Source: an optimization exercise on an open RTL-to-GDS flow (aim: small area, a short achievable clock period and few clock cycles). Production flows keep margins and buffers that such runs may drop.
No run shown here included a check of the RTL's function; only the layout flow was run.
Power and IR drop assume default switching activity.

## flow/design.v (module list and top-level ports; edited modules follow where they fit)
// module mac_array_32x32: 8 lines
// module dot4_csa: 735 lines
// module post_process_array: 33 lines
// module qmul_csa: 244 lines
// module conv_engine_array: 195 lines
module conv_engine_array #(
    parameter int ROWS    = 4,
    parameter int COLS    = 4,
    parameter int SCALE_Q = 16
) (
    input  logic        clk,
    input  logic        rst_n,
    input  logic        start,
    input  logic [10:0] c_in,
    input  logic [10:0] c_out,
    input  logic [3:0]  kernel_size,
    output logic [12:0] patch_rd_addr,
    input  logic [COLS*8-1:0] patch_rd_data_wide,
    output logic [21:0] weight_rd_addr,
    input  logic [COLS*8-1:0] weight_rd_data_wide,
    output logic [8:0]  bias_rd_ch,
    input  logic signed [31:0] bias_rd_data,
    input  logic [15:0] scale,
    input  logic        skip_relu,
    output logic        out_valid,
    output logic [8:0]  out_ch_base,
    output logic [5:0]  out_count,
    output wire  [ROWS*8-1:0] out_data_flat,
    output wire  [ROWS*32-1:0] out_int32_flat,
    output logic        done
);
  // ...
==> flow/flow/run.sh <==
#!/bin/bash
# The standard layout (standard.sh: unchanged synthesis, floorplan, place,
# CTS, route), with repair_timing asked for extra setup slack so that the
# achieved period is pushed below the constraint.
set -euo pipefail
bash standard.sh SETUP_SLACK_MARGIN=9 finish > standard_flow.log 2>&1
==> flow/standard.sh <==
#!/bin/bash
# synth_recipe.tcl (not shown) runs the flow's synth.tcl, then flattens the netlist and writes it again
# the make line also repeats each setting of config.mk as NAME=value (left out here)
make -C /OpenROAD-flow-scripts/flow DESIGN_CONFIG=/design/flow/config.mk WORK_HOME=/design/flow/orfs CLKGATE_MAP_FILE= SYNTH_SCRIPT=/design/flow/synth_recipe.tcl "${@:-finish}"
==> flow/config.mk <==
export PLATFORM = sky130hd
export DESIGN_NAME = conv_engine_array
export DESIGN_NICKNAME = conv_engine_array
export VERILOG_FILES = /design/flow/design.v
export SDC_FILE = /design/flow/constraint.sdc
export NUM_CORES = 4
export LEC_CHECK = 0
export CAP_MARGIN = 20
export CORE_MARGIN = 2
export CORE_UTILIZATION = 35
export PLACE_DENSITY = 0.6
export SLEW_MARGIN = 20
==> flow/constraint.sdc <==
create_clock -name core_clock -period 13.5 [get_ports {clk}]
set_input_delay 2.7000 -clock core_clock [delete_from_list [all_inputs] [get_ports {clk}]]
set_output_delay 2.7000 -clock core_clock [all_outputs]
set_load 0.01 [all_outputs]
==> results.yml, run 1 <==
power:
  power.share.sequential: 0.282
  power.combinational.total_w: 0.00338
  power.leakage_nw: 15.6
  cellPowerDensity_nw_per_um2: 193
  pg_clk_w: 0.00180
  power.switching_w: 0.00270
worst_setup_path:
  critPathCaptureType: "register"
  path_type_of_the_worst_setup_path: "register to register"
  ff2ff_path_depth: 18
  critical_path.slowest_cell: "sky130_fd_sc_hd__fa_2"
  critPathLaunch: "qs[0]"
  crit_required_ps: 14010
sta:
  fin_worst_skew_ps: 33.9
  setup-tns-final_ps: 0
finish:
  non_clock_buffer_area_share: 0.106
  final_layout_size_suffix_gt1_frac: 0.109
  multi_input_area_share: 0.429
  area_growth_syn_to_layout_pct: 27.1
run_status:
  outcome: "complete, no violations"
cts:
  cts_setup_buffers: 41
  total_of_hold_buffers_inserted_after_clock_tree_synthesis: 0
die:
  die_outline_area_um2: 86500
  die_width_um: 294
  placement_rows: 106
  die_h_um: 294
yosys:
  synth_xor_xnor_area_share: 0.0413
  synth.area.mux_share: 0.00591
==> run 2, diff against run 1 <==
==> flow/run.sh (new file) <==
#!/bin/bash
# synth_recipe.tcl (not shown) runs the flow's synth.tcl, then flattens the netlist and writes it again
# the make line also repeats each setting of config.mk as NAME=value (left out here)
make -C /OpenROAD-flow-scripts/flow DESIGN_CONFIG=/design/flow/config.mk WORK_HOME=/design/flow/orfs CLKGATE_MAP_FILE= SYNTH_SCRIPT=/design/flow/synth_recipe.tcl finish
--- a/flow/config.mk
+++ b/flow/config.mk
@@ -9,4 +9,5 @@
 export CORE_MARGIN = 2
 export CORE_UTILIZATION = 35
 export PLACE_DENSITY = 0.6
+export SETUP_SLACK_MARGIN = 5
 export SLEW_MARGIN = 20
removed: flow/flow/run.sh
removed: flow/standard.sh
==> run 2 against run 1 <==
  * Register-to-register slack worse by 1700 ps
  * Worst setup slack worse by 1700 ps
  * First-iteration DRC count down 4.4%
  * Utilization down 1.4 points
  * Sequential share of layout area up 0.86 points
  * Clock power down 9%
  * Critical path depth unchanged
  * Power down 4.8%
  * Largest cell class unchanged
  * Synthesized cell count unchanged
  * Area after synthesis unchanged
==> results.yml, run 2 <==
yosys:
  post_synth_and_or_nand_nor_area_fraction: 0.149
  post-synth-top-count-cell: "sky130_fd_sc_hd__inv_1"
  ys_types: 69
  postSynthCellCount: 2636
  synth_xor_xnor_area_share: 0.0413
  avgSynthCellArea_um2: 11.2
  netlist_top_cells_area: "sky130_fd_sc_hd__dfxtp_1, sky130_fd_sc_hd__fa_1, sky130_fd_sc_hd__edfxtp_1"
  yosysTopAreaCell: "sky130_fd_sc_hd__dfxtp_1"
  synth.area.mux_share: 0.00591
  synthDominantCellAreaShare: 0.210
  postSynth.asyncResetShare: 0.0230
  synth-seq-area-share: 0.424
  post_synth_fa_ha_maj_area_fraction: 0.260
  yosys_register_bits: 521
  synth_area_um2: 29500
  combinational_family_with_the_most_area_after_synthesis: "adder cells"
  synthFlopType: "sky130_fd_sc_hd__dfxtp_1"
  synth_edf_count: 200
  ys_warn_count: 4
  yosys-top-cells-count: "sky130_fd_sc_hd__inv_1, sky130_fd_sc_hd__dfxtp_1, sky130_fd_sc_hd__fa_1, sky130_fd_sc_hd__and2_1, sky130_fd_sc_hd__nand2_1"
  synth-compound-area-share: 0.0703
sta:
  slew_viol_final: 0
  rsz0062_at_grt: "no"
  max_slew_margin: 0.280
  max_fclk_ghz: 0.153
  fin_worst_skew_ps: 38.5
  setup_viol: 0
  finalWorstPathRequiredPeriod_ps: 6530
  post-route-period-util: 0.484
  hold_violations: 0
  timing_worst_slew_pin_value_ps: 1080
  setup_slack_ps: 6970
  setup-tns-final_ps: 0
finish:
  largest_register_ff_count: 128
  mostFrequentLayoutCell: "sky130_fd_sc_hd__clkdlybuf4s50_1"
  nNetsFinal: 3584
  final_util: 0.434
  final_layout_size_suffix_gt1_frac: 0.0428
  layout.cells.non_filler: 4146
  area_growth_syn_to_layout_pct: 23.0
  final.fill_count: 7981
  register_name_with_the_most_flops: "o32"
  most-common-layout-cells: "sky130_fd_sc_hd__clkdlybuf4s50_1, sky130_fd_sc_hd__inv_1, sky130_fd_sc_hd__fa_1, sky130_fd_sc_hd__dfxtp_1, sky130_fd_sc_hd__and2_1"
grt:
  vias_in_the_first_global_route: 19700
  antenna_found_initial: 3
  grt_remaining_overflow: 0
  grt_first_pass_wirelength_um: 111000
  grt_use_total: 0.163
  largest_net_degree_at_the_start_of_global_routing: 66
power:
  internal_power_w: 0.00427
  power.leakage_nw: 15.2
  power_frac_clock: 0.238
  cellPowerDensity_nw_per_um2: 190
  power.share.sequential: 0.296
  ir_worst_vdd_mv: 0.137
  power.switching_w: 0.00260
  switching_share: 0.378
  power_frac_comb: 0.466
worst_setup_path:
  r2r_end: "u_q.t[22]"
  critPathCaptureType: "register"
  r2r_setup_slack_ps: 6970
  cp.arrival_ps: 7080
  ff2ff_path_depth: 18
  critPathLaunch: "qs[0]"
  reg_to_reg_start: "qs[0]"
  critical_path_peak_fanout: 29
  path_type_of_the_worst_setup_path: "register to register"
  crit_required_ps: 14050
  critical_path.endpoint: "u_q.t[22]"
  setup.worst_path.start_class: "register"
routing:
  drt_first_iter_violations: 821
  postRouteAntennaNets: 0
  ratio_of_routed_vias_to_standard_cells: 4.66
  drcViolationCount: 0
  vias: 19300
  wl_um: 70900
  wire_per_inst_um: 17.1
  firstDrtPassIters: 5
min_path:
  timing.hold.worst.class: "register to register"
placed_design:
  placement.io_buffers: 351
  detailedPlace.worstSlack_ps: 6790
  placed_cells_incl_taps: 4035
  gp_congestion: 0.859
  hpwlAfterDp_um: 55600
cts:
  cts_resized: 0
  cts_tree: "yes"
  cts_setup_buffers: 0
  cts_root_buffer: "sky130_fd_sc_hd__clkbuf_16"
  clock_path_buffers: 3
  total_of_hold_buffers_inserted_after_clock_tree_synthesis: 0
  worstSkewPairLatency_ps: 630
  cts_sinks: 521
  cts_buf_count: 58
  htree_num_levels: 2
  clock_slew_at_the_register_clock_pins_of_the_worst_setup_and_hold_paths_ps: 60
die:
  placement_rows: 106
  die_width_um: 294
  initial_utilization: 0.353
  die_h_um: 294
  io_pins: 363
  die_outline_area_um2: 86500
  floorplan.core_area_um2: 83400
run:
  maxCapViolCount: 0
run_status:
  outcome: "complete, no violations"
==> run 2: cell count changes in the layout (fill, tap and decap cells not counted), sizes merged <==
cell / change
buf: -47
bufinv: -5
clkbuf: -1
clkinv: +2
clkinvlp: +1
inv: -1
nand2: -3
==> run 2: how the worst min path moves through the flow <==
stage                       start      end  cells past startpoint
after floorplan             s_end    a_end                      0
after global placement      s_end    a_end                      0
after detailed placement    s_end    a_end                      0
after CTS                   s_end    a_end                      0
after global routing      d_first  s_first                      0
final                       s_end    a_end                      0
==> run 2: kinds of logic (layout without fill, tap and decap cells) <==
group | count (synthesis) | after routing
AOI/OAI and AO/OA | 322 | 322
xor gates and xnor gates | 139 | 139
DFF | 521 | 521
adders and majority gates | 427 | 427
buffers and inverters | 373 | 795
and+or+nand+nor | 836 | 836
other | 1 | 9
muxes | 17 | 17
==> run 2: critical path, cell delays in order, from the launching register on <==
cell and delay, ps:
sky130_fd_sc_hd__dfrtp_1 770, sky130_fd_sc_hd__a22oi_1 530, sky130_fd_sc_hd__nand2_1 600, sky130_fd_sc_hd__and2_1 410
sky130_fd_sc_hd__fa_1 530, sky130_fd_sc_hd__inv_1 60, sky130_fd_sc_hd__fa_1 500, sky130_fd_sc_hd__inv_1 60
sky130_fd_sc_hd__fa_1 460, sky130_fd_sc_hd__ha_1 350, sky130_fd_sc_hd__o2111ai_1 140, sky130_fd_sc_hd__a2111oi_2 360
sky130_fd_sc_hd__a211oi_1 120, sky130_fd_sc_hd__o22ai_1 410, sky130_fd_sc_hd__a31o_2 270, sky130_fd_sc_hd__a41o_1 260
sky130_fd_sc_hd__o211ai_1 180, sky130_fd_sc_hd__a21oi_1 260, sky130_fd_sc_hd__xor2_1 160
==> run 2: power groups by stage <==
stage               Clock [W]  Combinational [W]  Sequential (W)
floorplan                   0            0.00252         0.00201
global placement            0            0.00318         0.00207
detailed placement          0            0.00324         0.00207
CTS                   0.00169            0.00325         0.00204
global route          0.00175            0.00377         0.00206
finish                0.00163            0.00320         0.00203
==> run 2: layer usage <==
layer  GRT usage  up-vias  share of wire
met3      0.0230       94          0.042
li1            -     9385              -
met4      0.0441        0          0.022
met1       0.216     9437           0.45
met2       0.279      408           0.49
met5           0        -              0
==> run 2: stage by stage <==
stage	hold slack, ps	cell area (um2)	power (W)
6_report	327	36200	0.00687
5_1_grt	337	36200	0.00757
4_1_cts	327	36200	0.00698
3_5_place_dp	314	34200	0.00531
3_3_place_gp	310	34200	0.00525
2_1_floorplan	310	29500	0.00454
==> run 2: area by class of cell <==
class | instances | area (um2) | area share
antenna | 2 | 5.00 | 0.000138
tap | 1080 | 1350 | 0.0373
timing repair buffer | 360 | 3580 | 0.0987
sequential | 521 | 12500 | 0.345
multi-input combinational | 1748 | 15600 | 0.430
inverter | 326 | 1220 | 0.0338
clock buffer | 79 | 1680 | 0.0463
clock inverter | 30 | 329 | 0.00908

-- port drivers added, routing unchanged --
Ports are ideal in the flow. The routed layouts listed here were re-timed in OpenROAD. Step 1, drivers: a clkbuf_16 drives clk and a buf_2 each remaining input, both assumed. Step 2 times the ports against the registers' clock, not the clock port: input delays grow and output delays shrink by t, the midpoint of the rising clock arrivals with the driver on. Slacks: no drivers / after step 1 / after step 2; pairs: no drivers / after step 1.
| run | t (ns) | slack for setup (ns) | hold slack, ns |
|---|---|---|---|
| run 1 | 0.699 | 8.712 / 8.712 / 8.712 | 0.324 / 0.324 / 0.324 |
| run 2 | 0.675 | 6.967 / 6.967 / 6.967 | 0.327 / 0.327 / 0.327 |
After both steps setup and hold are still met in every run listed.
